This is an optimization exercise on Yosys and OpenROAD, whose aim is small area and a short achievable clock period, not a production implementation.
No functional check of the RTL was part of any run shown here.
No activity file was given, so power comes from the tool's default toggle rates.

## flow/design.v (module list and top-level ports; edited modules follow where they fit)
// module alu: 902 lines
module alu(FPUCLK, RST, A, B, CTRL, OUT);
  // ...
==> flow/flow/run.sh <==
#!/bin/bash
set -euo pipefail
cd "$(dirname "$0")/.."
export BUFFER_PORTS_ARGS="-buffer_cell sky130_fd_sc_hd__buf_2"
bash standard.sh > standard_flow.log 2>&1
==> flow/standard.sh <==
#!/bin/bash
# synth_recipe.tcl (not shown) runs the flow's synth.tcl, then flattens the netlist and writes it again
# the make line also repeats each setting of config.mk as NAME=value (left out here)
make -C /OpenROAD-flow-scripts/flow DESIGN_CONFIG=/design/flow/config.mk WORK_HOME=/design/flow/orfs CLKGATE_MAP_FILE= SYNTH_SCRIPT=/design/flow/synth_recipe.tcl "${@:-finish}"
==> flow/config.mk <==
export PLATFORM = sky130hd
export DESIGN_NAME = alu
export DESIGN_NICKNAME = alu
export VERILOG_FILES = /design/flow/design.v
export SDC_FILE = /design/flow/constraint.sdc
export NUM_CORES = 4
export LEC_CHECK = 0
export CAP_MARGIN = 20
export CELL_PAD_IN_SITES_DETAIL_PLACEMENT = 1
export CORE_MARGIN = 2
export CORE_UTILIZATION = 35
export SETUP_SLACK_MARGIN = 4
export SLEW_MARGIN = 20
export TNS_END_PERCENT = 5
==> flow/constraint.sdc <==
create_clock -name core_clock -period 7.0 [get_ports {FPUCLK}]
set_input_delay 1.4000 -clock core_clock [delete_from_list [all_inputs] [get_ports {FPUCLK}]]
set_output_delay 1.4000 -clock core_clock [all_outputs]
set_load 0.01 [all_outputs]
==> impl_metrics.tcl, run 1 <==
set metrics [dict create \
    post_dp_cell_area_um2 22500 \
    diodes 1 \
    clock_sinks 233 \
    hpwl_um 47500 \
    status "complete, no violations" \
    ys_types 68 \
    drtIter0Drc 1386 \
    drive_gt1_share_pct 16.2 \
    synth_top_family_by_area "XOR/XNOR gates" \
    crit_cells 15 \
    critPathCapture "r3_m[24]" \
    pwr-share-comb_pct 66.1 \
    dp_slack_ns 2.82 \
    syn_area_per_cell_um2 8.24 \
    path_buf_inv 0 \
    cp_cell_sequence "xnor2_1 -> xnor2_2 -> ha_4 -> a21o_1 -> a21oi_2 -> o21bai_1 -> a21oi_2 -> o21bai_1 -> a31o_2 -> a2111oi_4 -> o21a_1 -> o21ai_2 -> a221oi_2 -> xor2_1 -> nor2_1" \
    layout_common_cells "xnor2_1, nand2_1, maj3_1, dfxtp_1, nor2_1" \
    end_kind "register" \
    ys_top_cells_by_count "xnor2_1, nand2_1, dfxtp_1, maj3_1, a21oi_1" \
    largest_reg_flops 71 \
    netlist_top_cells_area "dfxtp_1, xnor2_1, maj3_1" \
    num-multi-input-gates 2097 \
    fin_area_um2 24700 \
    switchingPower_mw 4.96 \
    io_pins 101 \
    slew_viol_final 0 \
    seq_power_mw 2.32 \
    critPathLaunchType "register" \
    critPathMaxStageDelay_ns 0.49 \
    wl_met3_um 4570 \
    clk_pin_slew_worst_paths_ns 0.07 \
    ys_seq_area_share_pct 22.7 \
    fin_crit_ns 3.60 \
]
==> run 2: changes to the inputs <==
--- a/flow/config.mk
+++ b/flow/config.mk
@@ -8,7 +8,7 @@
 export CAP_MARGIN = 20
 export CELL_PAD_IN_SITES_DETAIL_PLACEMENT = 1
 export CORE_MARGIN = 2
-export CORE_UTILIZATION = 35
+export CORE_UTILIZATION = 55
 export SETUP_SLACK_MARGIN = 4
 export SLEW_MARGIN = 20
 export TNS_END_PERCENT = 5
==> run 2 against run 1 <==
Compared with the run above: core utilization rose by 24 points; largest power group unchanged; highest routed layer unchanged; total power is 6.7% higher; sequential power about the same; via count grew 5.6%.
==> impl_metrics.tcl, run 2 <==
set metrics [dict create \
    status "complete, no violations" \
    start_util_pct 55.4 \
    clock_skew_ns 0.0340 \
    syn_area_per_cell_um2 8.24 \
    synth_cells 2589 \
    netlist_area_um2 21300 \
    cts_tree "built" \
    h-tree-depth 1 \
    clockBufferDepth 3 \
    crit_required_ns 7.50 \
    worstPathMaxFanout 11 \
    ys_warn_count 1 \
    ys_types 68 \
    cts_buffers 28 \
    ys_ff_latch 233 \
    drive_gt1_share_pct 17.6 \
    switchingPower_mw 5.38 \
    ys_seq_area_share_pct 22.7 \
    path_class "register to register" \
    synth_edf_count 0 \
    grt_usage_pct 39.7 \
    p_leak_nw 10.3 \
    fp.coreArea_um2 38500 \
    setup_viol_count_final 0 \
    top_register "r2_m" \
    pwr-share-comb_pct 67.2 \
    critPathLaunchType "register" \
    ir_worst_vdd_mv 0.298 \
    nets 2827 \
    clock_sinks 233 \
    num_vias 20500 \
    pwr-share-seq_pct 20.0 \
    hold_viol 0 \
    fin_crit_sh_pct 51.5 \
    chipHeight_um 201 \
    worst_pin_slew_ns 1.15 \
    overflow 0 \
    synth.net_count 2733 \
    netlist.area_leader.share_pct 18.4 \
    internal-power_mw 6.11 \
    io_buffers 99 \
    ant_nets 0 \
    die-area_um2 40400 \
    first_pass_iters 6 \
    grt_max_degree 78 \
    mostFrequentLayoutCell "xnor2_1" \
    viasPerCell 6.37 \
    area_delta_synth_final_pct 16.5 \
    whs_ns 0.327 \
    synth_top_flop_cell "dfxtp_1" \
    drc_errors 0 \
    netlist_top_cells_area "dfxtp_1, xnor2_1, maj3_1" \
    drtIter0Drc 1481 \
    post_dp_cell_area_um2 22100 \
    cts_root_buf "clkbuf_16" \
    ys_top_cells_by_count "xnor2_1, nand2_1, dfxtp_1, maj3_1, a21oi_1" \
    clk_pin_slew_worst_paths_ns 0.06 \
    antenna_found_initial 4 \
    io_pins 101 \
    max-cap-violations 0 \
    end_kind "register" \
    switching_share_pct 46.8 \
    fin_area_um2 24800 \
    yosysMostFrequentCell "xnor2_1" \
    gp_congestion 0.873 \
    cp_data_arrival_time_ns 4.10 \
    max_slew_margin_pct 22.9 \
    async_flop_share_pct 15.9 \
    slew_viol_final 0 \
    rsz0062_at_grt "yes" \
    hpwl_um 48100 \
    pwr-share-clk_pct 12.7 \
    grt_pass1_wl_um 126000 \
    fmax_ghz 0.277 \
    rows 72 \
    die_w_um 201 \
    hp-class "register to register" \
    tns_ns 0 \
    fin_crit_ns 3.61 \
    largest_reg_flops 71 \
    wl_per_cell_um 26.2 \
    clk_latency_ns 0.59 \
    top_regs "r2_m (71), r3_m (25)" \
    synth.largest_area_cell "dfxtp_1" \
    drt-total-wl_um 84400 \
    layout_common_cells "xnor2_1, nand2_1, dfxtp_1, maj3_1, nor2_1" \
    hold_buffers 0 \
    grt_pass1_vias 22200 \
    power_density_nw_per_um2 462 \
]
[run 2: cell counts after synthesis]
Identical to the previous run, type by type.
[run 2: layer usage]
metal / GRT usage, % / wire [µm] / up-vias
met5: 0 / 43 / -
met4: 21.6 / 5470 / 6
li1: - / - / 8946
met2: 69.1 / 40700 / 1064
met3: 8.30 / 7020 / 426
met1: 45.4 / 31100 / 10100
[run 2: stage by stage]
step	utilization, %	std cells	setup slack [ns]	total power [mW]
after global placement	57.6	3082	2.85	8.42
after global routing	64.6	3223	3.32	12.1
after detailed placement	57.6	3082	2.85	8.71
after floorplan	-	2589	3.50	7.14
final	64.6	3224	3.39	11.5
after CTS	63.8	3210	3.43	10.8
[run 2: path summary, 6_finish.rpt]
check                      slack, ns  depth (start not counted)     from        end
max                             3.39                         13    mb[3]    r2_m[9]
min                             0.33                          0  r2_e[3]    r3_e[3]
max reg2reg                     3.39                         13    mb[3]    r2_m[9]
min reg2reg                     0.33                          0  r2_e[3]    r3_e[3]
max in group asynchronous       5.55                          1      RST    r4_f[0]
min in group asynchronous       0.93                          1      RST  r4_hm1[0]
[run 2: final cells by class]
class / instances / area [µm²]
Antenna cell: 1 / 2.50
Clock buffer: 36 / 771
Clock inverter: 16 / 128
Fill cell: 4471 / 13600
Inverter: 103 / 399
Multi-Input combinational cell: 2097 / 16000
Sequential cell: 233 / 4950
Tap cell: 518 / 648
Timing Repair Buffer: 220 / 1910
[run 2: logic make-up after synthesis]
group | Yosys count | synth area share, %
AND/OR/NAND/NOR | 704 | 14.5
XOR/XNOR | 563 | 24.7
AO/OA/AOI/OAI | 445 | 12.6
buffers and inverters | 259 | 4.89
adder cells (fa/ha/maj) | 239 | 12.2
flip-flops | 233 | 22.7
multiplexers | 146 | 8.32
[run 2: power by group through the flow]
stage	Sequential, mW	Clock [mW]	Combinational (mW)
after global routing	2.35	1.52	8.26
after CTS	2.25	1.44	7.06
after detailed placement	2.27	0	6.44
final	2.30	1.46	7.72
after floorplan	2.00	0	5.14
after global placement	2.24	0	6.18
[run 2: timing repair]
| action | 4_1_cts | 5_1_grt |
|---|---|---|
| pin swaps | 51 | 39 |
| gates cloned | 9 | 0 |
| setup endpoints to repair | 130 | 121 |
| gates resized for setup | 165 | 45 |
| setup buffers | 67 | 13 |
[run 2: worst max-delay path: stages (launching register included)]
cell     delay, ns
dfxtp_2       0.57
nand2_1       0.27
xnor3_1       0.56
xnor2_1       0.21
xnor2_1       0.27
buf_4         0.18
xnor2_2       0.10
buf_4         0.17
maj3_2        0.33
xnor2_1       0.15
xnor2_1       0.28
xnor2_1       0.19
nand2_1       0.10
o21ai_1       0.15

==> static timing again, ports no longer ideal <==
The results above use ideal ports. As a check the final layouts listed here were re-extracted and re-timed, cells and wires unchanged. Step 1 assumes that a clkbuf_16 drives the clock port and a buf_2 every other input. Step 2 also shifts input and output timing later by t, the mid clock arrival at the registers, as if the neighbouring blocks saw the same clock. Slacks: ideal ports / drivers / drivers and shift; pairs: ideal ports / drivers.
run	shift t [ns]	slack for setup (ns)	worst hold slack (ns)	worst slew at a driven data input, ns
run 1	0.609	3.396 / 3.396 / 3.030	0.329 / 0.329 / 0.329	0.06
run 2	0.629	3.394 / 3.394 / 2.848	0.327 / 0.327 / 0.327	0.06
After both steps setup and hold are still met in every run listed. For run 2, which loses most, drivers alone change the setup slack by 0.000 ns; drivers and shift together by -0.546 ns.
